Background: an optimization exercise with open tools, aiming at small area. Do not read the settings as production practice. Function was checked by simulation only, so behaviour that the tests miss may differ from the original. Power and IR drop assume default switching activity.

<file path="flow/design.v">
typedef struct packed {
  logic dpre;
  logic dpst;
  logic dcomp;
  logic dxp;
  logic dxn;
} ari_unit_t;
typedef struct packed {
  logic p1a;
  logic p1b;
  logic p2;
  logic p3o;
  logic p3a;
  logic p3b;
  logic p4p;
  logic p4m;
} flag_unit_t;
`timescale 1ns/1ps
`default_nettype none
module reset_sync #(
    parameter int ActiveLow = 0,
    parameter int SyncRegWidth = 2
) (
    i_rst,
    i_clk,
    o_rst
);
  input wire i_rst;
  input wire i_clk;
  output wire o_rst;
  reg [SyncRegWidth-1:0] sync_reg;
  assign o_rst = sync_reg[0];
  generate
    if (ActiveLow) begin : g_active_hilo
      always @(posedge i_clk or negedge i_rst) begin
        if (~i_rst) sync_reg <= {SyncRegWidth{1'b0}};
        else sync_reg <= {1'b1, sync_reg[SyncRegWidth-1:1]};
      end
    end
    else begin
      always @(posedge i_clk or posedge i_rst) begin
        if (i_rst) sync_reg <= {SyncRegWidth{1'b1}};
        else sync_reg <= {1'b0, sync_reg[SyncRegWidth-1:1]};
      end
    end
  endgenerate
endmodule
`default_nettype wire
`timescale 1ns/1ps
`default_nettype none
module dsp_be_mlse_alu_unit (
    input var logic [2:0][5:0] i_dat_unit_d0m1m2,
    input var logic [7:0] i_cfg_eq_hm1_unit,
    input var logic [7:0] i_cfg_eq_hp1_unit,
    input var logic [7:0] i_cfg_eq_hx_unit,
    output ari_unit_t o_ari_unit
);
  logic signed [5:0] sdat_d0_fxp6p0;
  logic signed [5:0] sdat_dm1_fxp6p0;
  logic signed [5:0] sdat_dm2_fxp6p0;
  logic signed [7:0] scfg_hm1_fxp6p2;
  logic signed [7:0] scfg_hp1_fxp6p2;
  logic signed [7:0] scfg_hx_fxp6p2;
  logic signed [7:0] sdat_d0_fxp6p2;
  logic signed [7:0] sdat_dm1_fxp6p2;
  logic signed [7:0] sdat_dm2_fxp6p2;
  logic signed [7:0] scfg_hm1plus_fxp6p2;
  logic signed [7:0] scfg_hp1plus_fxp6p2;
  logic signed [7:0] scfg_hxplus_fxp6p2;
  logic signed [7:0] scfg_hm1minus_fxp6p2;
  logic signed [7:0] scfg_hp1minus_fxp6p2;
  logic signed [7:0] scfg_hxminus_fxp6p2;
  ari_unit_t ari;
  logic [5:0] dat_d0;
  logic [5:0] dat_dm1;
  logic [5:0] dat_dm2;
  assign {dat_d0, dat_dm1, dat_dm2} = i_dat_unit_d0m1m2;
  assign sdat_d0_fxp6p0 = $signed(dat_d0);
  assign sdat_dm1_fxp6p0 = $signed(dat_dm1);
  assign sdat_dm2_fxp6p0 = $signed(dat_dm2);
  assign scfg_hm1_fxp6p2 = $signed(i_cfg_eq_hm1_unit);
  assign scfg_hp1_fxp6p2 = $signed(i_cfg_eq_hp1_unit);
  assign scfg_hx_fxp6p2 = $signed(i_cfg_eq_hx_unit);
  assign sdat_d0_fxp6p2 = $signed({sdat_d0_fxp6p0, 2'b00});
  assign sdat_dm1_fxp6p2 = $signed({sdat_dm1_fxp6p0, 2'b00});
  assign sdat_dm2_fxp6p2 = $signed({sdat_dm2_fxp6p0, 2'b00});
  assign scfg_hm1plus_fxp6p2 = scfg_hm1_fxp6p2;
  assign scfg_hp1plus_fxp6p2 = scfg_hp1_fxp6p2;
  assign scfg_hxplus_fxp6p2 = scfg_hx_fxp6p2;
  assign scfg_hm1minus_fxp6p2 = -scfg_hm1_fxp6p2;
  assign scfg_hp1minus_fxp6p2 = -scfg_hp1_fxp6p2;
  assign scfg_hxminus_fxp6p2 = -scfg_hx_fxp6p2;
  assign ari.dcomp = sdat_dm1_fxp6p2 > 0 ? 1'b1 : 1'b0;
  assign ari.dxp = sdat_dm1_fxp6p2 > scfg_hxplus_fxp6p2 ? 1'b1 : 1'b0;
  assign ari.dxn = sdat_dm1_fxp6p2 > scfg_hxminus_fxp6p2 ? 1'b1 : 1'b0;
  always_comb begin
    if (sdat_dm1_fxp6p2 > scfg_hp1plus_fxp6p2) begin
      ari.dpst = 1'b1;
    end
    else if (sdat_dm1_fxp6p2 < scfg_hp1minus_fxp6p2) begin
      ari.dpst = 1'b0;
    end
    else begin
      if (sdat_dm2_fxp6p2 > sdat_dm1_fxp6p2) begin
        ari.dpst = 1'b0;
      end
      else begin
        ari.dpst = 1'b1;
      end
    end
  end
  always_comb begin
    if (sdat_dm1_fxp6p2 > scfg_hm1plus_fxp6p2) begin
      ari.dpre = 1'b1;
    end
    else if (sdat_dm1_fxp6p2 < scfg_hm1minus_fxp6p2) begin
      ari.dpre = 1'b0;
    end
    else begin
      if (sdat_dm1_fxp6p2 > sdat_d0_fxp6p2) begin
        ari.dpre = 1'b1;
      end
      else begin
        ari.dpre = 1'b0;
      end
    end
  end
  assign o_ari_unit = ari;
endmodule
`default_nettype wire
`timescale 1ns/1ps
`default_nettype none
module dsp_be_mlse_alu #(
    parameter int PRLL_RANK = 64,
    parameter int PRE_PIPELINE_DEPTH = 3,
    parameter int PST_PIPELINE_DEPTH = 1
) (
    input var logic i_clk,
    input var logic [PRLL_RANK-1:0] i_rst,
    input var logic [PRLL_RANK-1:0] i_en,
    input var logic i_cfg_eq_in_inv,
    input var logic [PRLL_RANK-1:0][5:0] i_dat_be,
    input var logic [8*PRLL_RANK-1:0] i_cfg_eq_hm1,   
    input var logic [8*PRLL_RANK-1:0] i_cfg_eq_hp1,   
    input var logic [8*PRLL_RANK-1:0] i_cfg_eq_hx,    
    output logic [PRLL_RANK-1:0][4:0] o_ari
);
  logic [PRLL_RANK-1:0] rst_sync;
  logic [PRLL_RANK-1:0][5:0] dat_be;
  logic [PRLL_RANK-1:0][7:0] cfg_eq_hm1_unit;
  logic [PRLL_RANK-1:0][7:0] cfg_eq_hp1_unit;
  logic [PRLL_RANK-1:0][7:0] cfg_eq_hx_unit;
  logic [PRE_PIPELINE_DEPTH+1-1:0][PRLL_RANK-1:0][5:0] dat_pipe_pre;
  logic [PRE_PIPELINE_DEPTH+1-1:0][PRLL_RANK-1:0][5:0] dat_pipe_pre_dly;
  logic [PRLL_RANK-1:0][5:0] dat;
  logic [PRLL_RANK-1:0][5:0] dat_dly;
  logic [PRLL_RANK-1:0][2:0][5:0] dat_d0m1m2;
  logic [PRLL_RANK-1:0][4:0] ari;
  logic [PST_PIPELINE_DEPTH+1-1:0][PRLL_RANK-1:0][4:0] ari_pipe_pst;
  generate
    for (genvar k = 0; k < PRLL_RANK; k = k + 1) begin : g_rst_sync
      reset_sync #(
          .ActiveLow(0),
          .SyncRegWidth(2)
      ) reset_sync_alu (
          .i_rst(i_rst[k]),     
          .i_clk(i_clk),
          .o_rst(rst_sync[k])
      );
    end
  endgenerate
  generate
    for (genvar k = 0; k < PRLL_RANK; k = k + 1) begin : g_unpack_dat_be
      assign dat_be[k] = i_cfg_eq_in_inv ? ~i_dat_be[k] : i_dat_be[k];
    end
  endgenerate
  generate
    for (genvar k = 0; k < PRLL_RANK; k = k + 1) begin : g_unpack_cfg_eq
      assign cfg_eq_hm1_unit[k] = i_cfg_eq_hm1[8*k+:8];
      assign cfg_eq_hp1_unit[k] = i_cfg_eq_hp1[8*k+:8];
      assign cfg_eq_hx_unit[k]  = i_cfg_eq_hx[8*k+:8];
    end
  endgenerate
  assign dat_pipe_pre[0] = dat_be;
  generate
    for (genvar k = 0; k < PRLL_RANK; k = k + 1) begin : g_dat_pipe_pre_in_en
      always_ff @(posedge i_clk or posedge rst_sync[k]) begin
        if (rst_sync[k]) begin
          dat_pipe_pre_dly[0][k] <= '0;
        end
        else if (i_en[k]) begin
          dat_pipe_pre_dly[0][k] <= dat_be[k];
        end
      end
    end   
  endgenerate
  generate
    for (genvar k = 0; k < PRLL_RANK; k = k + 1) begin : g_dat_pipe_pre_en
      for (genvar i = 1; i < PRE_PIPELINE_DEPTH + 1; i = i + 1) begin : g_dat_pipe_pre
        always_ff @(posedge i_clk or posedge rst_sync[k]) begin
          if (rst_sync[k]) begin
            dat_pipe_pre[i][k] <= '0;
            dat_pipe_pre_dly[i][k] <= '0;
          end
          else if (i_en[k]) begin
            dat_pipe_pre[i][k] <= dat_pipe_pre[i-1][k];
            if (k == PRLL_RANK - 1 || k == PRLL_RANK - 2) begin
              dat_pipe_pre_dly[i][k] <= dat_pipe_pre_dly[i-1][k];
            end
            else begin
              dat_pipe_pre_dly[i][k] <= '0;
            end
          end
        end
      end   
    end   
  endgenerate
  assign dat = dat_pipe_pre[PRE_PIPELINE_DEPTH];
  assign dat_dly = dat_pipe_pre_dly[PRE_PIPELINE_DEPTH];
  generate
    for (genvar k = 0; k < PRLL_RANK; k = k + 1) begin : g_ari_unit
      if (k == 0) begin : g_assym_k_0
        assign dat_d0m1m2[k] = {dat[k], dat_dly[PRLL_RANK-1], dat_dly[PRLL_RANK-2]};
      end
      else if (k == 1) begin : g_assym_k_1
        assign dat_d0m1m2[k] = {dat[k], dat[k-1], dat_dly[PRLL_RANK-1]};
      end
      else begin : g_assym_k_2_63
        assign dat_d0m1m2[k] = {dat[k], dat[k-1], dat[k-2]};
      end
      dsp_be_mlse_alu_unit dsp_be_mlse_alu_unit (
          .i_dat_unit_d0m1m2(dat_d0m1m2[k]),
          .i_cfg_eq_hm1_unit(cfg_eq_hm1_unit[k]),
          .i_cfg_eq_hp1_unit(cfg_eq_hp1_unit[k]),
          .i_cfg_eq_hx_unit(cfg_eq_hx_unit[k]),
          .o_ari_unit(ari[k])
      );
    end   
  endgenerate
  assign ari_pipe_pst[0] = ari;
  generate
    for (genvar k = 0; k < PRLL_RANK; k = k + 1) begin : g_ari_pipe_pst_en
      for (genvar i = 1; i < PST_PIPELINE_DEPTH + 1; i = i + 1) begin : g_ari_pipe_pst
        always_ff @(posedge i_clk or posedge rst_sync[k]) begin
          if (rst_sync[k]) begin
            ari_pipe_pst[i][k] <= '0;
          end
          else if (i_en[k]) begin
            ari_pipe_pst[i][k] <= ari_pipe_pst[i-1][k];
          end
        end
      end   
    end   
  endgenerate
  assign o_ari = ari_pipe_pst[PST_PIPELINE_DEPTH];
endmodule
`default_nettype wire
`timescale 1ns/1ps
`default_nettype none
module dsp_be_patt_filt_unit (
    input var logic [2:0][4:0] i_ari_unit_d0m1m2,
    input var logic i_cfg_eq_p1a_en,
    input var logic i_cfg_eq_p1b_en,
    input var logic i_cfg_eq_p2_en,
    input var logic i_cfg_eq_p3o_en,
    input var logic i_cfg_eq_p3a_en,
    input var logic i_cfg_eq_p3b_en,
    input var logic i_cfg_eq_p4p_en,
    input var logic i_cfg_eq_p4m_en,
    output flag_unit_t o_flag_unit_d0
);
  ari_unit_t  ari_unit_d0;
  ari_unit_t  ari_unit_dm1;
  ari_unit_t  ari_unit_dm2;
  flag_unit_t flag_unit_d0;
  assign {ari_unit_d0, ari_unit_dm1, ari_unit_dm2} = i_ari_unit_d0m1m2;
  always_comb begin
    if ((ari_unit_dm2.dpre == ari_unit_dm1.dpre) &&
        (ari_unit_dm1.dpre == ari_unit_d0.dpre) &&
        (ari_unit_dm1.dpre != ari_unit_dm1.dpst)) begin
      flag_unit_d0.p1a = 1'b1;
    end
    else begin
      flag_unit_d0.p1a = 1'b0;
    end
  end
  always_comb begin
    if ((ari_unit_dm2.dpst == ari_unit_dm1.dpst) &&
            (ari_unit_dm1.dpst == ari_unit_d0.dpst) &&
            (ari_unit_dm1.dpre != ari_unit_dm1.dpst)) begin
      flag_unit_d0.p1b = 1'b1;
    end
    else begin
      flag_unit_d0.p1b = 1'b0;
    end
  end
  always_comb begin
    if ((ari_unit_dm2.dpre != ari_unit_dm2.dpst) && (ari_unit_d0.dpre != ari_unit_d0.dpst)) begin
      flag_unit_d0.p2 = 1'b1;
    end
    else begin
      flag_unit_d0.p2 = 1'b0;
    end
  end
  always_comb begin
    if (ari_unit_dm1.dpre != ari_unit_dm1.dpst) begin
      flag_unit_d0.p3o = 1'b1;
    end
    else begin
      flag_unit_d0.p3o = 1'b0;
    end
  end
  always_comb begin
    if ((ari_unit_dm1.dpre  != ari_unit_dm1.dpst    )   &&
          (ari_unit_dm2.dpre  == ari_unit_dm2.dpst    )   &&
          (ari_unit_d0.dpre    == ari_unit_d0.dpst  )   &&
          (ari_unit_dm1.dcomp == ari_unit_dm1.dpst    )   &&
          (ari_unit_d0.dxn == 1'b1     )   &&
          (ari_unit_d0.dxp == 1'b0     )   ) begin
      flag_unit_d0.p3a = 1'b1;
    end
    else begin
      flag_unit_d0.p3a = 1'b0;
    end
  end
  always_comb begin
    if (    (ari_unit_dm2.dpre  == ari_unit_dm2.dpst    )   &&
              (ari_unit_dm1.dpre  == ari_unit_dm1.dpst    )   &&
              (ari_unit_d0.dpre    == ari_unit_d0.dpst  )   &&
              (ari_unit_dm2.dpre  == ari_unit_d0.dpre  )   &&
              (ari_unit_dm1.dpre  == ari_unit_d0.dpre  )   &&
              (ari_unit_dm1.dpre  == 1'b1     )   &&
              (ari_unit_dm1.dxp   == 1'b0     )   )
          begin
      flag_unit_d0.p4m = 1'b1;
    end
    else begin
      flag_unit_d0.p4m = 1'b0;
    end
  end
  always_comb begin
    if (    (ari_unit_dm1.dpre  != ari_unit_dm1.dpst    )   &&
              (ari_unit_dm2.dpre  == ari_unit_dm2.dpst    )   &&
              (ari_unit_d0.dpre    == ari_unit_d0.dpst  )   &&
              (ari_unit_dm1.dcomp == ari_unit_dm1.dpre    )   &&
              (ari_unit_dm2.dxn   == 1'b1     )   &&
              (ari_unit_dm2.dxp   == 1'b0     )   )
          begin
      flag_unit_d0.p3b = 1'b1;
    end
    else begin
      flag_unit_d0.p3b = 1'b0;
    end
  end
  always_comb begin
    if (    (ari_unit_dm2.dpre  == ari_unit_dm2.dpst    )   &&
              (ari_unit_dm1.dpre  == ari_unit_dm1.dpst    )   &&
              (ari_unit_d0.dpre    == ari_unit_d0.dpst  )   &&
              (ari_unit_dm2.dpre  == ari_unit_d0.dpre  )   &&
              (ari_unit_dm1.dpre  == ari_unit_d0.dpre  )   &&
              (ari_unit_dm1.dpre  == 1'b0     )   &&
              (ari_unit_dm1.dxn   == 1'b1     )   )
          begin
      flag_unit_d0.p4p = 1'b1;
    end
    else begin
      flag_unit_d0.p4p = 1'b0;
    end
  end
  assign o_flag_unit_d0.p1a = flag_unit_d0.p1a & i_cfg_eq_p1a_en;
  assign o_flag_unit_d0.p1b = flag_unit_d0.p1b & i_cfg_eq_p1b_en;
  assign o_flag_unit_d0.p2  = flag_unit_d0.p2 & i_cfg_eq_p2_en;
  assign o_flag_unit_d0.p3o = flag_unit_d0.p3o & i_cfg_eq_p3o_en;
  assign o_flag_unit_d0.p3a = flag_unit_d0.p3a & i_cfg_eq_p3a_en;
  assign o_flag_unit_d0.p3b = flag_unit_d0.p3b & i_cfg_eq_p3b_en;
  assign o_flag_unit_d0.p4p = flag_unit_d0.p4p & i_cfg_eq_p4p_en;
  assign o_flag_unit_d0.p4m = flag_unit_d0.p4m & i_cfg_eq_p4m_en;
endmodule
`default_nettype wire
`timescale 1ns/1ps
`default_nettype none
module dsp_be_patt_filt #(
    parameter int PRLL_RANK = 64,
    parameter int PRE_PIPELINE_DEPTH = 3,
    parameter int PST_PIPELINE_DEPTH = 2
) (
    input var logic i_clk,
    input var logic [PRLL_RANK-1:0] i_rst,
    input var logic [PRLL_RANK-1:0] i_en,
    input var logic i_cfg_eq_p1a_en,
    input var logic i_cfg_eq_p1b_en,
    input var logic i_cfg_eq_p2_en,
    input var logic i_cfg_eq_p3o_en,
    input var logic i_cfg_eq_p3a_en,
    input var logic i_cfg_eq_p3b_en,
    input var logic i_cfg_eq_p4p_en,
    input var logic i_cfg_eq_p4m_en,
    input var logic [PRLL_RANK-1:0][4:0] i_ari,
    output logic [PRLL_RANK-1:0][4:0] o_ari,
    output logic [PRLL_RANK-1:0][7:0] o_flag
);
  logic [PRLL_RANK-1:0] rst_sync;
  logic [PRE_PIPELINE_DEPTH+1-1:0][PRLL_RANK-1:0][4:0] ari_pipe_pre;
  logic [PRE_PIPELINE_DEPTH+1-1:0][PRLL_RANK-1:0][4:0] ari_pipe_pre_dly;
  logic [PRLL_RANK-1:0][4:0] ari;
  logic [PRLL_RANK-1:0][4:0] ari_dly;
  logic [PRLL_RANK-1:0][2:0][4:0] ari_d0m1m2;
  logic [PRLL_RANK-1:0][7:0] flag_d0;
  logic [PST_PIPELINE_DEPTH+1-1:0][PRLL_RANK-1:0][7:0] flag_pipe_pst;
  logic [PST_PIPELINE_DEPTH+1-1:0][PRLL_RANK-1:0][4:0] ari_pipe_pst;
  generate
    for (genvar k = 0; k < PRLL_RANK; k = k + 1) begin : g_rst_sync
      reset_sync #(
          .ActiveLow(0),
          .SyncRegWidth(2)
      ) reset_sync_alu (
          .i_rst(i_rst[k]),     
          .i_clk(i_clk),
          .o_rst(rst_sync[k])
      );
    end
  endgenerate
  assign ari_pipe_pre[0] = i_ari;
  generate
    for (genvar k = 0; k < PRLL_RANK; k = k + 1) begin : g_ari_pipe_pre_in_en
      always_ff @(posedge i_clk or posedge rst_sync[k]) begin
        if (rst_sync[k]) begin
          ari_pipe_pre_dly[0][k] <= '0;
        end
        else if (i_en[k]) begin
          ari_pipe_pre_dly[0][k] <= i_ari[k];
        end
      end
    end   
  endgenerate
  generate
    for (genvar k = 0; k < PRLL_RANK; k = k + 1) begin : g_ari_pipe_pre_en
      for (genvar i = 1; i < PRE_PIPELINE_DEPTH + 1; i = i + 1) begin : g_ari_pipe_pre
        always_ff @(posedge i_clk or posedge rst_sync[k]) begin
          if (rst_sync[k]) begin
            ari_pipe_pre[i][k] <= '0;
            ari_pipe_pre_dly[i][k] <= '0;
          end
          else if (i_en[k]) begin
            ari_pipe_pre[i][k] <= ari_pipe_pre[i-1][k];
            if (k == PRLL_RANK - 1 || k == PRLL_RANK - 2) begin
              ari_pipe_pre_dly[i][k] <= ari_pipe_pre_dly[i-1][k];
            end
            else begin
              ari_pipe_pre_dly[i][k] <= '0;
            end
          end
        end
      end   
    end   
  endgenerate
  assign ari = ari_pipe_pre[PRE_PIPELINE_DEPTH];
  assign ari_dly = ari_pipe_pre_dly[PRE_PIPELINE_DEPTH];
  generate
    for (genvar k = 0; k < PRLL_RANK; k = k + 1) begin : g_patt_filt_unit
      if (k == 0) begin : g_assym_k_0
        assign ari_d0m1m2[k] = {ari[0], ari_dly[PRLL_RANK-1], ari_dly[PRLL_RANK-2]};
      end
      else if (k == 1) begin : g_assym_k_1
        assign ari_d0m1m2[k] = {ari[1], ari[0], ari_dly[PRLL_RANK-1]};
      end
      else begin : g_assym_k_2_63
        assign ari_d0m1m2[k] = {ari[k], ari[k-1], ari[k-2]};
      end
      dsp_be_patt_filt_unit dsp_be_patt_filt_unit (
          .i_ari_unit_d0m1m2(ari_d0m1m2[k]),
          .i_cfg_eq_p1a_en(i_cfg_eq_p1a_en),
          .i_cfg_eq_p1b_en(i_cfg_eq_p1b_en),
          .i_cfg_eq_p2_en (i_cfg_eq_p2_en),
          .i_cfg_eq_p3o_en(i_cfg_eq_p3o_en),
          .i_cfg_eq_p3a_en(i_cfg_eq_p3a_en),
          .i_cfg_eq_p3b_en(i_cfg_eq_p3b_en),
          .i_cfg_eq_p4p_en(i_cfg_eq_p4p_en),
          .i_cfg_eq_p4m_en(i_cfg_eq_p4m_en),
          .o_flag_unit_d0(flag_d0[k])
      );
    end
  endgenerate
  assign ari_pipe_pst[0] = ari;
  generate
    for (genvar k = 0; k < PRLL_RANK; k = k + 1) begin : g_ari_pipe_pst_en
      for (genvar i = 1; i < PST_PIPELINE_DEPTH + 1; i = i + 1) begin : g_ari_pipe_pst
        always_ff @(posedge i_clk or posedge rst_sync[k]) begin
          if (rst_sync[k]) begin
            ari_pipe_pst[i][k] <= '0;
          end
          else if (i_en[k]) begin
            ari_pipe_pst[i][k] <= ari_pipe_pst[i-1][k];
          end
        end
      end   
    end   
  endgenerate
  assign o_ari = ari_pipe_pst[PST_PIPELINE_DEPTH];
  assign flag_pipe_pst[0] = flag_d0;
  generate
    for (genvar k = 0; k < PRLL_RANK; k = k + 1) begin : g_flag_pipe_pst_en
      for (genvar i = 1; i < PST_PIPELINE_DEPTH + 1; i = i + 1) begin : g_flag_pipe_pst
        always_ff @(posedge i_clk or posedge rst_sync[k]) begin
          if (rst_sync[k]) begin
            flag_pipe_pst[i][k] <= '0;
          end
          else if (i_en[k]) begin
            flag_pipe_pst[i][k] <= flag_pipe_pst[i-1][k];
          end
        end
      end   
    end   
  endgenerate
  assign o_flag = flag_pipe_pst[PST_PIPELINE_DEPTH];
endmodule
`default_nettype wire
`timescale 1ns/1ps
`default_nettype none
module dsp_be_mlse_dec_unit (
    input var logic [2:0][7:0] i_flag_unit_d0m1m2,
    input var ari_unit_t i_ari_unit_dm2,
    output logic o_drx_unit_d0
);
  flag_unit_t flag_unit_d0;
  flag_unit_t flag_unit_dm1;
  flag_unit_t flag_unit_dm2;
  ari_unit_t  ari_unit_dm2;
  assign {flag_unit_d0, flag_unit_dm1, flag_unit_dm2} = i_flag_unit_d0m1m2;
  assign ari_unit_dm2 = i_ari_unit_dm2;
  always_comb begin
    if (flag_unit_d0.p3b == 1'b1) o_drx_unit_d0 = ~ari_unit_dm2.dpre;
    else if (flag_unit_d0.p2 == 1'b1) o_drx_unit_d0 = ari_unit_dm2.dpst;
    else if (flag_unit_dm1.p1a == 1'b1) o_drx_unit_d0 = ari_unit_dm2.dpst;
    else if (flag_unit_dm1.p1b == 1'b1) o_drx_unit_d0 = ari_unit_dm2.dpre;
    else if (flag_unit_dm1.p3o == 1'b1) o_drx_unit_d0 = ari_unit_dm2.dcomp;
    else if (flag_unit_dm1.p2 == 1'b1) o_drx_unit_d0 = ~ari_unit_dm2.dpre;
    else if (flag_unit_dm1.p4m == 1'b1) o_drx_unit_d0 = 1'b0;
    else if (flag_unit_dm1.p4p == 1'b1) o_drx_unit_d0 = 1'b1;
    else if (flag_unit_dm2.p3a == 1'b1) o_drx_unit_d0 = ~ari_unit_dm2.dpst;
    else if (flag_unit_dm2.p2 == 1'b1) o_drx_unit_d0 = ari_unit_dm2.dpre;
    else o_drx_unit_d0 = ari_unit_dm2.dpst;
  end
endmodule
`default_nettype wire
`timescale 1ns/1ps
`default_nettype none
module dsp_be_mlse_dec #(
    parameter int PRLL_RANK = 64,
    parameter int PRE_PIPELINE_DEPTH = 3,
    parameter int PST_PIPELINE_DEPTH = 1
) (
    input var logic i_clk,
    input var logic [PRLL_RANK-1:0] i_rst,
    input var logic [PRLL_RANK-1:0] i_en,
    input var logic i_cfg_eq_out_inv,
    input var logic i_cfg_eq_out_endian,
    input var logic [PRLL_RANK-1:0][4:0] i_ari,
    input var logic [PRLL_RANK-1:0][7:0] i_flag,
    output logic [PRLL_RANK-1:0] o_drx
);
  logic [PRLL_RANK-1:0] rst_sync;
  logic [PRE_PIPELINE_DEPTH+1-1:0][PRLL_RANK-1:0][4:0] ari_pipe_pre;
  logic [PRE_PIPELINE_DEPTH+1-1:0][PRLL_RANK-1:0][4:0] ari_pipe_pre_dly;
  logic [PRLL_RANK-1:0][4:0] ari;
  logic [PRLL_RANK-1:0][4:0] ari_dly;
  logic [PRE_PIPELINE_DEPTH+1-1:0][PRLL_RANK-1:0][7:0] flag_pipe_pre;
  logic [PRE_PIPELINE_DEPTH+1-1:0][PRLL_RANK-1:0][7:0] flag_pipe_pre_dly;
  logic [PRLL_RANK-1:0][7:0] flag;
  logic [PRLL_RANK-1:0][7:0] flag_dly;
  logic [PRLL_RANK-1:0][2:0][7:0] flag_d0m1m2;
  logic [PRLL_RANK-1:0][4:0] ari_dm2;
  logic [PRLL_RANK-1:0] drx_d0;
  logic [PST_PIPELINE_DEPTH+1-1:0][PRLL_RANK-1:0] drx_pipe_pst;
  logic [PRLL_RANK-1:0] drx_pipe_last;
  logic [PRLL_RANK-1:0] drx_chicken;
  generate
    for (genvar k = 0; k < PRLL_RANK; k = k + 1) begin : g_rst_sync
      reset_sync #(
          .ActiveLow(0),
          .SyncRegWidth(2)
      ) reset_sync_alu (
          .i_rst(i_rst[k]),     
          .i_clk(i_clk),
          .o_rst(rst_sync[k])
      );
    end
  endgenerate
  assign ari_pipe_pre[0] = i_ari;
  generate
    for (genvar k = 0; k < PRLL_RANK; k = k + 1) begin : g_ari_pipe_pre_in_en
      always_ff @(posedge i_clk or posedge rst_sync[k]) begin
        if (rst_sync[k]) begin
          ari_pipe_pre_dly[0][k] <= '0;
        end
        else if (i_en[k]) begin
          ari_pipe_pre_dly[0][k] <= i_ari[k];
        end
      end
    end   
  endgenerate
  generate
    for (genvar k = 0; k < PRLL_RANK; k = k + 1) begin : g_ari_pipe_pre_en
      for (genvar i = 1; i < PRE_PIPELINE_DEPTH + 1; i = i + 1) begin : g_ari_pipe_pre
        always_ff @(posedge i_clk or posedge rst_sync[k]) begin
          if (rst_sync[k]) begin
            ari_pipe_pre[i][k] <= '0;
            ari_pipe_pre_dly[i][k] <= '0;
          end
          else if (i_en[k]) begin
            ari_pipe_pre[i][k] <= ari_pipe_pre[i-1][k];
            if (k == PRLL_RANK - 1 || k == PRLL_RANK - 2) begin
              ari_pipe_pre_dly[i][k] <= ari_pipe_pre_dly[i-1][k];
            end
            else begin
              ari_pipe_pre_dly[i][k] <= '0;
            end
          end
        end
      end   
    end   
  endgenerate
  assign ari = ari_pipe_pre[PRE_PIPELINE_DEPTH];
  assign ari_dly = ari_pipe_pre_dly[PRE_PIPELINE_DEPTH];
  assign flag_pipe_pre[0] = i_flag;
  generate
    for (genvar k = 0; k < PRLL_RANK; k = k + 1) begin : g_flag_pipe_pre_in_en
      always_ff @(posedge i_clk or posedge rst_sync[k]) begin
        if (rst_sync[k]) begin
          flag_pipe_pre_dly[0][k] <= '0;
        end
        else if (i_en[k]) begin
          flag_pipe_pre_dly[0][k] <= i_flag[k];
        end
      end
    end   
  endgenerate
  generate
    for (genvar k = 0; k < PRLL_RANK; k = k + 1) begin : g_flag_pipe_pre_en
      for (genvar i = 1; i < PRE_PIPELINE_DEPTH + 1; i = i + 1) begin : g_flag_pipe_pre
        always_ff @(posedge i_clk or posedge rst_sync[k]) begin
          if (rst_sync[k]) begin
            flag_pipe_pre[i][k] <= '0;
            flag_pipe_pre_dly[i][k] <= '0;
          end
          else if (i_en[k]) begin
            flag_pipe_pre[i][k] <= flag_pipe_pre[i-1][k];
            if (k == PRLL_RANK - 1 || k == PRLL_RANK - 2) begin
              flag_pipe_pre_dly[i][k] <= flag_pipe_pre_dly[i-1][k];
            end
            else begin
              flag_pipe_pre_dly[i][k] <= '0;
            end
          end
        end
      end   
    end   
  endgenerate
  assign flag = flag_pipe_pre[PRE_PIPELINE_DEPTH];
  assign flag_dly = flag_pipe_pre_dly[PRE_PIPELINE_DEPTH];
  generate
    for (genvar k = 0; k < PRLL_RANK; k = k + 1) begin : g_dec_unit
      if (k == 0) begin : g_assym_k_0
        assign flag_d0m1m2[k] = {flag[k], flag_dly[PRLL_RANK-1], flag_dly[PRLL_RANK-2]};
        assign ari_dm2[k] = ari_dly[PRLL_RANK-2];
      end
      else if (k == 1) begin : g_assym_k_1
        assign flag_d0m1m2[k] = {flag[k], flag[k-1], flag_dly[PRLL_RANK-1]};
        assign ari_dm2[k] = ari_dly[PRLL_RANK-1];
      end
      else begin : g_assym_k_2_63
        assign flag_d0m1m2[k] = {flag[k], flag[k-1], flag[k-2]};
        assign ari_dm2[k] = ari[k-2];
      end
      dsp_be_mlse_dec_unit dsp_be_mlse_dec_unit (
          .i_flag_unit_d0m1m2(flag_d0m1m2[k]),
          .i_ari_unit_dm2(ari_dm2[k]),
          .o_drx_unit_d0(drx_d0[k])
      );
    end
  endgenerate
  assign drx_pipe_pst[0] = drx_d0;
  generate
    for (genvar k = 0; k < PRLL_RANK; k = k + 1) begin : g_drx_pipe_pst_en
      for (genvar i = 1; i < PST_PIPELINE_DEPTH + 1; i = i + 1) begin : g_drx_pipe_pst
        always_ff @(posedge i_clk or posedge rst_sync[k]) begin
          if (rst_sync[k]) begin
            drx_pipe_pst[i][k] <= '0;
          end
          else if (i_en[k]) begin
            drx_pipe_pst[i][k] <= drx_pipe_pst[i-1][k];
          end
        end
      end   
    end   
  endgenerate
  assign drx_pipe_last = drx_pipe_pst[PST_PIPELINE_DEPTH];
  assign drx_chicken   = i_cfg_eq_out_inv ? ~drx_pipe_last : drx_pipe_last;
  logic [PRLL_RANK-1:0] drx_chicken_rev;
  generate
    for (genvar k = 0; k < PRLL_RANK; k = k + 1) begin : g_drx_rev
      assign drx_chicken_rev[k] = drx_chicken[PRLL_RANK-1-k];
    end
  endgenerate
  always_comb begin
    if (i_cfg_eq_out_endian) begin
      o_drx = drx_chicken_rev;   
    end
    else begin
      o_drx = drx_chicken;   
    end
  end
endmodule
`default_nettype wire
`timescale 1ns/1ps
`default_nettype none
module dsp_be_eq #(
    parameter int PRLL_RANK = 64,
    parameter int ALU_PRE_PP_DEPTH = 3,
    parameter int ALU_PST_PP_DEPTH = 1,
    parameter int FILT_PRE_PP_DEPTH = 3,
    parameter int FILT_PST_PP_DEPTH = 2,
    parameter int DEC_PRE_PP_DEPTH = 3,
    parameter int DEC_PST_PP_DEPTH = 1
) (
    input var logic i_clk,
    input var logic [PRLL_RANK-1:0] i_rst_alu,
    input var logic [PRLL_RANK-1:0] i_rst_filt,
    input var logic [PRLL_RANK-1:0] i_rst_dec,
    input var logic [PRLL_RANK-1:0] i_en_alu,
    input var logic [PRLL_RANK-1:0] i_en_filt,
    input var logic [PRLL_RANK-1:0] i_en_dec,
    input var logic i_cfg_eq_in_inv,
    input var logic i_cfg_eq_out_inv,
    input var logic i_cfg_eq_out_endian,
    input var logic i_cfg_eq_p1a_en,
    input var logic i_cfg_eq_p1b_en,
    input var logic i_cfg_eq_p2_en,
    input var logic i_cfg_eq_p3o_en,
    input var logic i_cfg_eq_p3a_en,
    input var logic i_cfg_eq_p3b_en,
    input var logic i_cfg_eq_p4p_en,
    input var logic i_cfg_eq_p4m_en,
    input var logic [8*PRLL_RANK-1:0] i_cfg_eq_hm1,   
    input var logic [8*PRLL_RANK-1:0] i_cfg_eq_hp1,   
    input var logic [8*PRLL_RANK-1:0] i_cfg_eq_hx,    
    input var logic [PRLL_RANK-1:0][5:0] i_dat_be,   
    output var logic [PRLL_RANK-1:0] o_drx
);
  logic [PRLL_RANK-1:0][4:0] ari;
  logic [PRLL_RANK-1:0][4:0] ari_fwd;
  logic [PRLL_RANK-1:0][7:0] flag;
  dsp_be_mlse_alu #(
      .PRLL_RANK(PRLL_RANK),
      .PRE_PIPELINE_DEPTH(ALU_PRE_PP_DEPTH),
      .PST_PIPELINE_DEPTH(ALU_PST_PP_DEPTH)
  ) dsp_be_mlse_alu (
      .i_clk(i_clk),
      .i_rst(i_rst_alu),
      .i_en (i_en_alu),
      .i_cfg_eq_in_inv(i_cfg_eq_in_inv),
      .i_cfg_eq_hm1(i_cfg_eq_hm1),
      .i_cfg_eq_hp1(i_cfg_eq_hp1),
      .i_cfg_eq_hx(i_cfg_eq_hx),
      .i_dat_be(i_dat_be),
      .o_ari(ari)
  );
  dsp_be_patt_filt #(
      .PRLL_RANK(PRLL_RANK),
      .PRE_PIPELINE_DEPTH(FILT_PRE_PP_DEPTH),
      .PST_PIPELINE_DEPTH(FILT_PST_PP_DEPTH)
  ) dsp_be_patt_filt (
      .i_clk(i_clk),
      .i_rst(i_rst_filt),
      .i_en (i_en_filt),
      .i_cfg_eq_p1a_en(i_cfg_eq_p1a_en),
      .i_cfg_eq_p1b_en(i_cfg_eq_p1b_en),
      .i_cfg_eq_p2_en (i_cfg_eq_p2_en),
      .i_cfg_eq_p3o_en(i_cfg_eq_p3o_en),
      .i_cfg_eq_p3a_en(i_cfg_eq_p3a_en),
      .i_cfg_eq_p3b_en(i_cfg_eq_p3b_en),
      .i_cfg_eq_p4p_en(i_cfg_eq_p4p_en),
      .i_cfg_eq_p4m_en(i_cfg_eq_p4m_en),
      .i_ari (ari),
      .o_ari (ari_fwd),
      .o_flag(flag)
  );
  dsp_be_mlse_dec #(
      .PRLL_RANK(PRLL_RANK),
      .PRE_PIPELINE_DEPTH(DEC_PRE_PP_DEPTH),
      .PST_PIPELINE_DEPTH(DEC_PST_PP_DEPTH)
  ) dsp_be_mlse_dec (
      .i_clk(i_clk),
      .i_rst(i_rst_dec),
      .i_en (i_en_dec),
      .i_cfg_eq_out_inv(i_cfg_eq_out_inv),
      .i_cfg_eq_out_endian(i_cfg_eq_out_endian),
      .i_ari (ari_fwd),
      .i_flag(flag),
      .o_drx (o_drx)
  );
endmodule
`default_nettype wire
`timescale 1ns/1ps
`default_nettype none
module mlse_eq_top (
    input wire i_clk,
    input wire i_rst,
    input wire i_en,
    input wire i_cfg_eq_in_inv,
    input wire i_cfg_eq_out_inv,
    input wire i_cfg_eq_out_endian,
    input wire i_cfg_eq_p1a_en,
    input wire i_cfg_eq_p1b_en,
    input wire i_cfg_eq_p2_en,
    input wire i_cfg_eq_p3o_en,
    input wire i_cfg_eq_p3a_en,
    input wire i_cfg_eq_p3b_en,
    input wire i_cfg_eq_p4p_en,
    input wire i_cfg_eq_p4m_en,
    input wire [511:0] i_cfg_eq_hm1,   
    input wire [511:0] i_cfg_eq_hp1,   
    input wire [511:0] i_cfg_eq_hx,    
    input wire [383:0] i_dat_be,   
    output wire [63:0] o_drx
);
  localparam int N = 64;
  localparam int DEPTH = 13;
  logic [N-1:0][5:0] x;
  for (genvar k = 0; k < N; k++) begin : g_x
    assign x[k] = i_cfg_eq_in_inv ? ~i_dat_be[6*k+:6] : i_dat_be[6*k+:6];
  end
  logic [5:0] x63_q;      
  logic       c63_q;      
  logic [4:0] a63_q;      
  logic [3:0] a62_q;      
  logic [6:0] f63_q;      
  logic [1:0] f62_q;      
  logic [N-1:0] c;        
  logic [N-1:0] dpre, dpst, dcomp, dxp, dxn;
  for (genvar k = 0; k < N; k++) begin : g_alu
    logic signed [5:0] vm1, v0;
    logic signed [7:0] s, hm, hp, hx;
    logic cm1;
    assign v0 = x[k];
    if (k == 0) begin : g_k0
      assign vm1 = x63_q;
      assign cm1 = c63_q;
    end else begin : g_kn
      assign vm1 = x[k-1];
      assign cm1 = c[k-1];
    end
    assign c[k] = vm1 > v0;
    assign s  = {vm1, 2'b00};
    assign hm = i_cfg_eq_hm1[8*k+:8];
    assign hp = i_cfg_eq_hp1[8*k+:8];
    assign hx = i_cfg_eq_hx[8*k+:8];
    assign dcomp[k] = s > 0;
    assign dxp[k] = s > hx;
    assign dxn[k] = s > -hx;
    assign dpst[k] = (s > hp) ? 1'b1 : (s < -hp) ? 1'b0 : !cm1;
    assign dpre[k] = (s > hm) ? 1'b1 : (s < -hm) ? 1'b0 : c[k];
  end
  logic [N-1:0] m;
  assign m = dpre ^ dpst;
  logic [N-1:0] p1a, p1b, p2, p3o, p3a, p3b, p4p, p4m;
  for (genvar k = 0; k < N; k++) begin : g_flag
    logic pre0, pre1, pre2, pst0, pst1, pst2, m0, m1, m2;
    logic comp1, xp0, xn0, xp1, xn1, xw2;
    assign pre0 = dpre[k];
    assign pst0 = dpst[k];
    assign m0 = m[k];
    assign xp0 = dxp[k];
    assign xn0 = dxn[k];
    if (k == 0) begin : g_k0
      assign {pre1, pst1, comp1, xp1, xn1} = a63_q;
      assign pre2 = a62_q[3];
      assign pst2 = a62_q[2];
      assign xw2 = a62_q[0];
    end else if (k == 1) begin : g_k1
      assign pre1 = dpre[0];
      assign pst1 = dpst[0];
      assign comp1 = dcomp[0];
      assign xp1 = dxp[0];
      assign xn1 = dxn[0];
      assign pre2 = a63_q[4];
      assign pst2 = a63_q[3];
      assign xw2 = a63_q[0] & ~a63_q[1];
    end else begin : g_kn
      assign pre1 = dpre[k-1];
      assign pst1 = dpst[k-1];
      assign comp1 = dcomp[k-1];
      assign xp1 = dxp[k-1];
      assign xn1 = dxn[k-1];
      assign pre2 = dpre[k-2];
      assign pst2 = dpst[k-2];
      assign xw2 = dxn[k-2] & ~dxp[k-2];
    end
    assign m1 = pre1 ^ pst1;
    assign m2 = pre2 ^ pst2;
    assign p1a[k] = i_cfg_eq_p1a_en & (pre2 == pre1) & (pre1 == pre0) & m1;
    assign p1b[k] = i_cfg_eq_p1b_en & (pst2 == pst1) & (pst1 == pst0) & m1;
    assign p2[k]  = i_cfg_eq_p2_en & m2 & m0;
    assign p3o[k] = i_cfg_eq_p3o_en & m1;
    assign p3a[k] = i_cfg_eq_p3a_en & m1 & !m2 & !m0 & (comp1 == pst1) & xn0 & !xp0;
    assign p3b[k] = i_cfg_eq_p3b_en & m1 & !m2 & !m0 & (comp1 == pre1) & xw2;
    assign p4m[k] = i_cfg_eq_p4m_en & !m2 & !m1 & !m0 & (pre2 == pre0) & (pre1 == pre0) & pre1 & !xp1;
    assign p4p[k] = i_cfg_eq_p4p_en & !m2 & !m1 & !m0 & (pre2 == pre0) & (pre1 == pre0) & !pre1 & xn1;
  end
  logic [N-1:0] dec;
  for (genvar k = 0; k < N; k++) begin : g_dec
    logic f1_p1a, f1_p1b, f1_p3o, f1_p2, f1_p4m, f1_p4p, f2_p3a, f2_p2;
    logic a_pre, a_pst, a_comp;
    if (k == 0) begin : g_k0
      assign {f1_p1a, f1_p1b, f1_p2, f1_p3o, f2_p3a, f1_p4p, f1_p4m} = {f63_q[6:3], f62_q[1], f63_q[1:0]};
      assign f2_p2 = f62_q[0];
      assign {a_pre, a_pst, a_comp} = a62_q[3:1];
    end else if (k == 1) begin : g_k1
      assign f1_p1a = p1a[0];
      assign f1_p1b = p1b[0];
      assign f1_p2  = p2[0];
      assign f1_p3o = p3o[0];
      assign f1_p4p = p4p[0];
      assign f1_p4m = p4m[0];
      assign f2_p3a = f63_q[2];
      assign f2_p2  = f63_q[4];
      assign {a_pre, a_pst, a_comp} = a63_q[4:2];
    end else begin : g_kn
      assign f1_p1a = p1a[k-1];
      assign f1_p1b = p1b[k-1];
      assign f1_p2  = p2[k-1];
      assign f1_p3o = p3o[k-1];
      assign f1_p4p = p4p[k-1];
      assign f1_p4m = p4m[k-1];
      assign f2_p3a = p3a[k-2];
      assign f2_p2  = p2[k-2];
      assign a_pre  = dpre[k-2];
      assign a_pst  = dpst[k-2];
      assign a_comp = dcomp[k-2];
    end
    assign dec[k] = p3b[k] ? !a_pre :
                    p2[k]  ? a_pst :
                    f1_p1a ? a_pst :
                    f1_p1b ? a_pre :
                    f1_p3o ? a_comp :
                    f1_p2  ? !a_pre :
                    f1_p4m ? 1'b0 :
                    f1_p4p ? 1'b1 :
                    f2_p3a ? !a_pst :
                    f2_p2  ? a_pre : a_pst;
  end
  logic [DEPTH-1:0][N-1:0] dq;
  always_ff @(posedge i_clk) begin
    if (i_en) begin
      x63_q <= x[63];
      c63_q <= c[63];
      a63_q <= {dpre[63], dpst[63], dcomp[63], dxp[63], dxn[63]};
      a62_q <= {dpre[62], dpst[62], dcomp[62], dxn[62] & ~dxp[62]};
      f63_q <= {p1a[63], p1b[63], p2[63], p3o[63], p3a[63], p4p[63], p4m[63]};
      f62_q <= {p3a[62], p2[62]};
      dq <= {dq[DEPTH-2:0], dec};
    end
  end
  logic [N-1:0] drx, drx_rev;
  assign drx = dq[DEPTH-1] ^ {N{i_cfg_eq_out_inv}};
  for (genvar k = 0; k < N; k++) begin : g_rev
    assign drx_rev[k] = drx[N-1-k];
  end
  assign o_drx = i_cfg_eq_out_endian ? drx_rev : drx;
  logic unused_rst;
  assign unused_rst = i_rst;
endmodule
`default_nettype wire
</file>
<file path="flow/run.sh">
#!/bin/bash
# synth_recipe.tcl (not shown) runs the flow's synth.tcl, then flattens the netlist and writes it again
# the make line also repeats each setting of config.mk as NAME=value (left out here)
make -C /OpenROAD-flow-scripts/flow DESIGN_CONFIG=/design/flow/config.mk WORK_HOME=/design/flow/orfs CLKGATE_MAP_FILE= SYNTH_SCRIPT=/design/flow/synth_recipe.tcl finish
</file>
<file path="flow/config.mk">
export PLATFORM = sky130hd
export DESIGN_NAME = mlse_eq_top
export DESIGN_NICKNAME = mlse_eq_top
export VERILOG_FILES = /design/flow/design.v
export SDC_FILE = /design/flow/constraint.sdc
export NUM_CORES = 4
export LEC_CHECK = 0
export CAP_MARGIN = 20
export CORE_MARGIN = 2
export CORE_UTILIZATION = 40
export SLEW_MARGIN = 20
</file>
<file path="flow/constraint.sdc">
create_clock -name core_clock -period 3.3 [get_ports {i_clk}]
set_input_delay 0.6600 -clock core_clock [delete_from_list [all_inputs] [get_ports {i_clk}]]
set_output_delay 0.6600 -clock core_clock [all_outputs]
set_load 0.01 [all_outputs]
</file>
==> flow_metrics.tcl, run 1 <==
set metrics [dict create \
    insertion_delay_ns 0.71 \
    timing.rr.start "x63_q[5]" \
    grt_first_pass_wirelength_mm 937.2 \
    hold_viol 0 \
    core_um2 320100 \
    synthArstFlopShare_pct 0 \
    r2r_end "dq[4]" \
    status "complete, but fails checks" \
    finClkSkew_ns 0.05421 \
    max_clock_freq_ghz 0.2352 \
    setup-violations-final 73 \
    p_leak_nw 96.95 \
    die_h_um 570.5 \
    critPathTopFamily "compound AO/OA/AOI/OAI gates" \
    cts.sinks 857 \
    synth_commonest_cells "2688 x ha_1, 1774 x inv_1, 980 x xnor2_1, 949 x nand2_1, 906 x nor2_1" \
    overflow 0 \
    cp.arrival_ns 4.69 \
    vias 147512 \
    portBuffers 1996 \
    clk_pin_slew_ns 0.07 \
    syn_area_per_cell_um2 8.346 \
    crit_top_cell "buf_6" \
    wl_per_cell_um 25.59 \
    critPathKind "input pin to register" \
    rsz0062_at_grt "yes" \
    synth-edff-count 857 \
    violatedChecks "setup timing" \
    cp.depth 19 \
    critical_path.startpoint "i_cfg_eq_in_inv" \
    dp_slack_ns -2.435 \
    synth-main-ff-cell "edfxtp_1" \
    synth_cell_types 111 \
    crit_buf_inv 6 \
    setup_slack_ns -0.9518 \
    syn_to_final_growth_pct 61.43 \
    wl_mm 676.8 \
    slew_headroom_pct 43.58 \
    synth_nets 20005 \
    path_cells "buf_16 -> buf_6 -> buf_12 -> xnor2_1 -> inv_1 -> buf_4 -> ha_1 -> a2111o_1 -> a41oi_2 -> a21oi_2 -> a221o_1 -> buf_6 -> nor3_4 -> nand3_2 -> o31ai_2 -> a32oi_1 -> or4_1 -> a31oi_1 -> o31ai_1" \
    rows 208 \
    synth_area_um2 128400 \
    cts_buffer_depth 3 \
    ir_worst_vdd_v 0.0005060 \
    gp_congestion 1.057 \
    h-tree-depth 3 \
    die_area_um2 325500 \
    worst_pin_slew_ns 0.8391 \
    worst-path-max-fanout 9 \
    utilization_pct 64.74 \
    period_minus_slack_ns 4.252 \
    antenna_found_initial 446 \
    track_usage_pct 39.43 \
    die_x_um 570.5 \
    critPathSlowestCell "or4_1" \
    r2r_cells 12 \
    fin_crit_sh_pct 128.8 \
    drt_iter0_drc 11954 \
    grt_pass1_vias 138602 \
    yosysMostFrequentCell "ha_1" \
    antenna_left 0 \
    max_cap_violations 0 \
    dr.pass1.iters 6 \
    r2r_slack_ns -0.20 \
    dp_hpwl_mm 578.7 \
    clock-root-buffer "clkbuf_16" \
    slew_viol_final 0 \
    hp-class "register to register" \
    start_util_pct 40.11 \
    drcViolationCount 0 \
    netlist_instances 15383 \
    hold_start "dq[16]" \
    grt_max_degree 83 \
    synth_seq_cells 857 \
    numCtsBuffers 93 \
    vias_per_cell 5.577 \
    stdcell_count 26451 \
    cpPeakStageDelay_ns 0.54 \
    finalPower_mw 79.64 \
    worstPathRequired_ns 3.74 \
    ys_seq_area_share_pct 20.05 \
    cts_tree "built" \
    n_fill_cell 27566 \
    synth_top_area_share_pct 26.20 \
    drive_above_1_share_pct 29.54 \
    critPathCapture "dq[40]" \
    yosysWarnings 1 \
    cp-end-kind "register" \
    power.density_nw_per_um2 384.3 \
    synthTopCellsByArea "ha_1 26%, edfxtp_1 20%, xnor2_1 6.7%, inv_1 5.2%, a21o_1 3.4%" \
    placed_cells 25547 \
    io_pins 1998 \
    nets 26434 \
    synth_top_cell_by_area "ha_1" \
    start_kind "input pin" \
]
==> area by class of cell <==
cell class                      instances  area (um2)  area share [%]
Clock inverter                         74       910.9          0.4395
Sequential cell                       857       25730           12.42
Clock buffer                           98        2346           1.132
Timing Repair Buffer                 6651       58880           28.41
Antenna cell                          362       905.9          0.4371
Tap cell                             4200        5255           2.536
Multi-Input combinational cell      12432      106500           51.40
Inverter                             1777        6693           3.229
==> stage by stage <==
| step | hold slack (ns) | setup TNS, ns | cell area [um2] |
|---|---|---|---|
| 2_1_floorplan | 0.4003 | -83.05 | 132300 |
| 3_3_place_gp | 0.4003 | -138.60 | 190000 |
| 3_5_place_dp | 0.4045 | -142.17 | 190000 |
| 4_1_cts | 0.3604 | -46.03 | 200600 |
| 5_1_grt | 0.3672 | -58.96 | 207000 |
| 6_report | 0.3779 | -51.25 | 207300 |
==> timing repair <==
| action | CTS | global route |
|---|---|---|
| setup endpoints to repair | 77 | 75 |
| pin swaps | 410 | 346 |
| setup buffers | 202 | 177 |
| resized for setup | 1098 | 844 |
| hold buffers | 0 | 0 |
| cloned | 9 | 6 |
==> state kept, by name, indices dropped and copies added (netlist names) <==
name and cells:
dq 832, f63_q 7, x63_q 6, a63_q 5, f62_q 2, a62_q 4, c63_q 1
==> cells in the final DEF, fill, tap and decap left out, types with 82 or more instances in the layout <==
cell	count
nor2_1	815
mux2i_1	135
a21oi_1	604
o21ai_1	117
edfxtp_1	857
nor2b_1	184
nand3_1	656
nand4_1	259
ha_1	2604
o22ai_1	97
buf_4	4241
nor3_2	82
buf_6	174
and3_1	130
nor4_1	158
buf_12	211
xor2_2	107
nand2b_1	292
a21o_1	573
clkbuf_16	98
clkdlybuf4s50_1	1908
nor3_1	376
inv_1	1693
xor2_4	125
a31oi_1	168
diode_2	362
a211oi_1	145
o211ai_1	89
xnor2_1	865
o21ai_0	729
o31ai_1	132
nand2_1	903
==> power by group <==
group / internal [mW] / switching, mW / total, mW / leakage [nW]
combinational: 26.4 / 27.5 / 53.9 / 87.0
sequential: 13.9 / 0.685 / 14.6 / 8.39
clock: 6.33 / 4.84 / 11.2 / 1.58
total: 46.6 / 33.0 / 79.6 / 96.9
==> per-layer routing <==
metal | vias to the layer above | GRT usage [%] | wire length, um
li1 | 69986 | - | -
met1 | 69728 | 47.63 | 263900
met2 | 6085 | 60.37 | 294500
met3 | 1581 | 11.26 | 66540
met4 | 132 | 27.00 | 51010
met5 | - | 1.499 | 859
==> cell families (layout without fill, tap and decap cells) <==
kind of cell	count (synthesis)	after routing	share of synthesized area [%]
flip-flops	857	857	20.05
AO/OA/AOI/OAI	3729	3729	19.53
AND/OR/NAND/NOR	4551	4551	17.76
adder cells (fa/ha/maj)	2688	2688	26.20
other	0	362	0
XOR/XNOR	1295	1295	8.846
buffers and inverters	2094	8600	6.278
multiplexers	169	169	1.347
==> worst min-delay path by stage <==
stage,endpoint,slack [ns],depth (start not counted)
global placement,dq[150],0.40,0
detailed placement,dq[148],0.40,0
finish,dq[80],0.38,0
floorplan,dq[100],0.40,0
global route,dq[589],0.37,0
CTS,dq[589],0.36,0
==> run 2, diff against run 1 <==
--- a/flow/design.v
+++ b/flow/design.v
@@ -826,5 +826,5 @@
 );
   localparam int N = 64;
-  localparam int DEPTH = 13;
+  localparam int DEPTH = 12;
   logic [N-1:0][5:0] x;
   for (genvar k = 0; k < N; k++) begin : g_x
@@ -833,13 +833,11 @@
   logic [5:0] x63_q;      
   logic       c63_q;      
-  logic [4:0] a63_q;      
-  logic [3:0] a62_q;      
-  logic [6:0] f63_q;      
-  logic [1:0] f62_q;      
+  logic [3:0][4:0] at_q;  
+  logic [N-1:0] qpre, qpst, qcomp, qxp, qxn;
   logic [N-1:0] c;        
   logic [N-1:0] dpre, dpst, dcomp, dxp, dxn;
   for (genvar k = 0; k < N; k++) begin : g_alu
-    logic signed [5:0] vm1, v0;
-    logic signed [7:0] s, hm, hp, hx;
+    logic [5:0] vm1, v0;
+    logic [7:0] hm, hp, hx;
     logic cm1;
     assign v0 = x[k];
@@ -851,102 +849,62 @@
       assign cm1 = c[k-1];
     end
-    assign c[k] = vm1 > v0;
-    assign s  = {vm1, 2'b00};
     assign hm = i_cfg_eq_hm1[8*k+:8];
     assign hp = i_cfg_eq_hp1[8*k+:8];
     assign hx = i_cfg_eq_hx[8*k+:8];
-    assign dcomp[k] = s > 0;
-    assign dxp[k] = s > hx;
-    assign dxn[k] = s > -hx;
-    assign dpst[k] = (s > hp) ? 1'b1 : (s < -hp) ? 1'b0 : !cm1;
-    assign dpre[k] = (s > hm) ? 1'b1 : (s < -hm) ? 1'b0 : c[k];
-  end
-  logic [N-1:0] m;
-  assign m = dpre ^ dpst;
-  logic [N-1:0] p1a, p1b, p2, p3o, p3a, p3b, p4p, p4m;
-  for (genvar k = 0; k < N; k++) begin : g_flag
-    logic pre0, pre1, pre2, pst0, pst1, pst2, m0, m1, m2;
-    logic comp1, xp0, xn0, xp1, xn1, xw2;
-    assign pre0 = dpre[k];
-    assign pst0 = dpst[k];
-    assign m0 = m[k];
-    assign xp0 = dxp[k];
-    assign xn0 = dxn[k];
-    if (k == 0) begin : g_k0
-      assign {pre1, pst1, comp1, xp1, xn1} = a63_q;
-      assign pre2 = a62_q[3];
-      assign pst2 = a62_q[2];
-      assign xw2 = a62_q[0];
-    end else if (k == 1) begin : g_k1
-      assign pre1 = dpre[0];
-      assign pst1 = dpst[0];
-      assign comp1 = dcomp[0];
-      assign xp1 = dxp[0];
-      assign xn1 = dxn[0];
-      assign pre2 = a63_q[4];
-      assign pst2 = a63_q[3];
-      assign xw2 = a63_q[0] & ~a63_q[1];
-    end else begin : g_kn
-      assign pre1 = dpre[k-1];
-      assign pst1 = dpst[k-1];
-      assign comp1 = dcomp[k-1];
-      assign xp1 = dxp[k-1];
-      assign xn1 = dxn[k-1];
-      assign pre2 = dpre[k-2];
-      assign pst2 = dpst[k-2];
-      assign xw2 = dxn[k-2] & ~dxp[k-2];
-    end
-    assign m1 = pre1 ^ pst1;
-    assign m2 = pre2 ^ pst2;
-    assign p1a[k] = i_cfg_eq_p1a_en & (pre2 == pre1) & (pre1 == pre0) & m1;
-    assign p1b[k] = i_cfg_eq_p1b_en & (pst2 == pst1) & (pst1 == pst0) & m1;
-    assign p2[k]  = i_cfg_eq_p2_en & m2 & m0;
-    assign p3o[k] = i_cfg_eq_p3o_en & m1;
-    assign p3a[k] = i_cfg_eq_p3a_en & m1 & !m2 & !m0 & (comp1 == pst1) & xn0 & !xp0;
-    assign p3b[k] = i_cfg_eq_p3b_en & m1 & !m2 & !m0 & (comp1 == pre1) & xw2;
-    assign p4m[k] = i_cfg_eq_p4m_en & !m2 & !m1 & !m0 & (pre2 == pre0) & (pre1 == pre0) & pre1 & !xp1;
-    assign p4p[k] = i_cfg_eq_p4p_en & !m2 & !m1 & !m0 & (pre2 == pre0) & (pre1 == pre0) & !pre1 & xn1;
-  end
+    gts #(6) u_c (.a(vm1), .b(v0), .g0(1'b0), .gt(c[k]));
+    logic [5:0] nv;
+    logic [6:0] u;
+    logic em, ep, ex, hi_m, lo_m, hi_p, lo_p, lo_m0, lo_p0, dxn0;
+    assign nv = ~vm1;
+    assign u = {nv[5], nv} + 7'd1;
+    assign em = hm == 8'h80;
+    assign ep = hp == 8'h80;
+    assign ex = hx == 8'h80;
+    gts #(6) u_him (.a(vm1), .b(hm[7:2]), .g0(1'b0), .gt(hi_m));
+    gts #(6) u_lom (.a(nv), .b(hm[7:2]), .g0(1'b1), .gt(lo_m0));
+    gts #(6) u_hip (.a(vm1), .b(hp[7:2]), .g0(1'b0), .gt(hi_p));
+    gts #(6) u_lop (.a(nv), .b(hp[7:2]), .g0(1'b1), .gt(lo_p0));
+    gts #(6) u_xp (.a(vm1), .b(hx[7:2]), .g0(1'b0), .gt(dxp[k]));
+    gts #(7) u_xn (.a({hx[7], hx[7:2]}), .b(u), .g0(hx[1:0] != 2'b00), .gt(dxn0));
+    assign lo_m = lo_m0 & ~em;
+    assign lo_p = lo_p0 & ~ep;
+    assign dcomp[k] = !vm1[5] && (vm1 != 6'd0);
+    assign dxn[k] = dxn0 | (ex & (vm1 != 6'h20));
+    assign dpst[k] = hi_p ? 1'b1 : lo_p ? 1'b0 : !cm1;
+    assign dpre[k] = hi_m ? 1'b1 : lo_m ? 1'b0 : c[k];
+  end
+  logic [N+3:0] ep, es, ec, exp_, exn;
+  assign ep = {qpre, at_q[3][4], at_q[2][4], at_q[1][4], at_q[0][4]};
+  assign es = {qpst, at_q[3][3], at_q[2][3], at_q[1][3], at_q[0][3]};
+  assign ec = {qcomp, at_q[3][2], at_q[2][2], at_q[1][2], at_q[0][2]};
+  assign exp_ = {qxp, at_q[3][1], at_q[2][1], at_q[1][1], at_q[0][1]};
+  assign exn = {qxn, at_q[3][0], at_q[2][0], at_q[1][0], at_q[0][0]};
+  logic [N+3:0] em;
+  assign em = ep ^ es;
   logic [N-1:0] dec;
   for (genvar k = 0; k < N; k++) begin : g_dec
-    logic f1_p1a, f1_p1b, f1_p3o, f1_p2, f1_p4m, f1_p4p, f2_p3a, f2_p2;
-    logic a_pre, a_pst, a_comp;
-    if (k == 0) begin : g_k0
-      assign {f1_p1a, f1_p1b, f1_p2, f1_p3o, f2_p3a, f1_p4p, f1_p4m} = {f63_q[6:3], f62_q[1], f63_q[1:0]};
-      assign f2_p2 = f62_q[0];
-      assign {a_pre, a_pst, a_comp} = a62_q[3:1];
-    end else if (k == 1) begin : g_k1
-      assign f1_p1a = p1a[0];
-      assign f1_p1b = p1b[0];
-      assign f1_p2  = p2[0];
-      assign f1_p3o = p3o[0];
-      assign f1_p4p = p4p[0];
-      assign f1_p4m = p4m[0];
-      assign f2_p3a = f63_q[2];
-      assign f2_p2  = f63_q[4];
-      assign {a_pre, a_pst, a_comp} = a63_q[4:2];
-    end else begin : g_kn
-      assign f1_p1a = p1a[k-1];
-      assign f1_p1b = p1b[k-1];
-      assign f1_p2  = p2[k-1];
-      assign f1_p3o = p3o[k-1];
-      assign f1_p4p = p4p[k-1];
-      assign f1_p4m = p4m[k-1];
-      assign f2_p3a = p3a[k-2];
-      assign f2_p2  = p2[k-2];
-      assign a_pre  = dpre[k-2];
-      assign a_pst  = dpst[k-2];
-      assign a_comp = dcomp[k-2];
-    end
-    assign dec[k] = p3b[k] ? !a_pre :
-                    p2[k]  ? a_pst :
-                    f1_p1a ? a_pst :
-                    f1_p1b ? a_pre :
-                    f1_p3o ? a_comp :
-                    f1_p2  ? !a_pre :
-                    f1_p4m ? 1'b0 :
-                    f1_p4p ? 1'b1 :
-                    f2_p3a ? !a_pst :
-                    f2_p2  ? a_pre : a_pst;
+    localparam int J = k + 4;
+    logic m0, m1, m2, m3, m4, p1, p2, p3, s1, s2, s3, c1, c2, c3, xp2, xn2;
+    logic t0, r1, r2, r3, r4, r5, r8, d0, d1;
+    assign {m0, m1, m2, m3, m4} = {em[J], em[J-1], em[J-2], em[J-3], em[J-4]};
+    assign {p1, p2, p3} = {ep[J-1], ep[J-2], ep[J-3]};
+    assign {s1, s2, s3} = {es[J-1], es[J-2], es[J-3]};
+    assign {c1, c2, c3} = {ec[J-1], ec[J-2], ec[J-3]};
+    assign xp2 = exp_[J-2];
+    assign xn2 = exn[J-2];
+    assign t0 = (i_cfg_eq_p3b_en & m1 & !m0 & (c1 == p1) & xn2 & !xp2)             
+              | (i_cfg_eq_p2_en & m3 & m1)                                         
+              | (!m3 & !m1 & (p3 == p2) & (p1 == p2) &
+                 (p2 ? (i_cfg_eq_p4m_en & !xp2) : (i_cfg_eq_p4p_en & xn2)))         
+              | (i_cfg_eq_p3a_en & m3 & !m4 & (c3 == s3) & xn2 & !xp2);            
+    assign d0 = s2 ^ t0;
+    assign r1 = i_cfg_eq_p2_en & m0;                                               
+    assign r2 = i_cfg_eq_p1a_en & (p3 == p2) & (p2 == p1);                         
+    assign r3 = i_cfg_eq_p1b_en & (s3 == s2) & (s2 == s1);                         
+    assign r4 = i_cfg_eq_p3o_en;                                                   
+    assign r5 = i_cfg_eq_p2_en & m3 & m1;                                          
+    assign r8 = i_cfg_eq_p2_en & m4;                                               
+    assign d1 = (r1 | r2) ? s2 : r3 ? !s2 : r4 ? c2 : r5 ? s2 : r8 ? !s2 : s2;
+    assign dec[k] = m2 ? d1 : d0;
   end
   logic [DEPTH-1:0][N-1:0] dq;
@@ -955,8 +913,7 @@
       x63_q <= x[63];
       c63_q <= c[63];
-      a63_q <= {dpre[63], dpst[63], dcomp[63], dxp[63], dxn[63]};
-      a62_q <= {dpre[62], dpst[62], dcomp[62], dxn[62] & ~dxp[62]};
-      f63_q <= {p1a[63], p1b[63], p2[63], p3o[63], p3a[63], p4p[63], p4m[63]};
-      f62_q <= {p3a[62], p2[62]};
+      for (int i = 0; i < 4; i++)
+        at_q[i] <= {qpre[N-4+i], qpst[N-4+i], qcomp[N-4+i], qxp[N-4+i], qxn[N-4+i]};
+      {qpre, qpst, qcomp, qxp, qxn} <= {dpre, dpst, dcomp, dxp, dxn};
       dq <= {dq[DEPTH-2:0], dec};
     end
@@ -971,3 +928,19 @@
   assign unused_rst = i_rst;
 endmodule
+module gts #(
+    parameter int W = 6
+) (
+    input  wire [W-1:0] a,
+    input  wire [W-1:0] b,
+    input  wire         g0,
+    output wire         gt
+);
+  wire [W:0] g;
+  assign g[0] = g0;
+  for (genvar i = 0; i < W - 1; i++) begin : g_bit
+    assign g[i+1] = (a[i] ^ b[i]) ? a[i] : g[i];
+  end
+  assign g[W] = (a[W-1] ^ b[W-1]) ? b[W-1] : g[W-1];
+  assign gt = g[W];
+endmodule
 `default_nettype wire
--- a/flow/config.mk
+++ b/flow/config.mk
@@ -6,4 +6,5 @@
 export NUM_CORES = 4
 export LEC_CHECK = 0
+export ABC_AREA = 1
 export CAP_MARGIN = 20
 export CORE_MARGIN = 2
==> flow_metrics.tcl, run 2 <==
set metrics [dict create \
    syn_area_per_cell_um2 6.326 \
    start_util_pct 40.13 \
    rows 187 \
    die_x_um 513.8 \
    synth_commonest_cells "6606 x nand2_1, 2195 x inv_1, 1358 x nand3_1, 1110 x edfxtp_1, 901 x nor2_1" \
    synthArstFlopShare_pct 0 \
    synth_nets 18494 \
    synth_top_cell_by_area "edfxtp_1" \
    lastStage "I/O pin placement (3_2_place_iop)" \
    synth_top_area_share_pct 32.07 \
    ys_seq_area_share_pct 32.07 \
    synth_area_um2 103900 \
    synth-edff-count 1110 \
    synthTopCellsByArea "edfxtp_1 32%, nand2_1 24%, inv_1 7.9%, nand3_1 6.5%, o21ai_0 4.1%" \
    status "did not finish" \
    synth-main-ff-cell "edfxtp_1" \
    synth_cell_types 56 \
    yosysWarnings 1 \
    die_h_um 513.8 \
    yosysMostFrequentCell "nand2_1" \
    error "[ERROR PPL-0024] Number of IO pins (1998) exceeds maximum number of available positions (1862). Increase the die perimeter from 2055.08um to 2717.28um." \
    synth_seq_cells 1110 \
    netlist_instances 16432 \
]
run 2: cell count changes after synthesis, moves of 253 or more:
cell,delta
a21o_1,-572
inv_1,+421
nand2_1,+5657
edfxtp_1,+253
nor3_1,-421
o22ai_1,+288
nand2b_1,-296
nand3_1,+647
xnor2_1,-850
ha_1,-2560
run 2: cells by family after synthesis:
family,count (synthesis),share of synthesized area (%)
compound gates,2160,11.84
xor+xnor,509,4.592
fa+ha+maj,128,1.541
buf+inv,2641,10.08
flops,1110,32.07
mux,3,0.03250
simple gates,9881,39.85

re-timing with driven ports:
In the flow no input, the clock included, has a driving cell. The finished layout below was timed again as built, in two steps. Step 1 (the two cells are an assumption about what drives the block):
set clk [get_ports {i_clk}]
set_driving_cell -lib_cell sky130_fd_sc_hd__clkbuf_16 $clk
set_driving_cell -lib_cell sky130_fd_sc_hd__buf_2 [delete_from_list [all_inputs] $clk]
Step 2, shift: input delay + t, output delay - t, t = (earliest + latest rising clock arrival at the registers) / 2. This alone moves slack from input paths to output paths. a / b / c = ideal / step 1 / step 2; a / b = the first two.
run: run 1
t, ns: 0.782
setup slack, ns: -0.952 / -1.143 / -1.924
worst setup path at the end: input to register
worst slew at a driven data input, ns: 0.53
cell pins on the clock port's net: 1
The setup slack of run 1 moves by -0.191 ns with the drivers and by -0.972 ns with both steps.
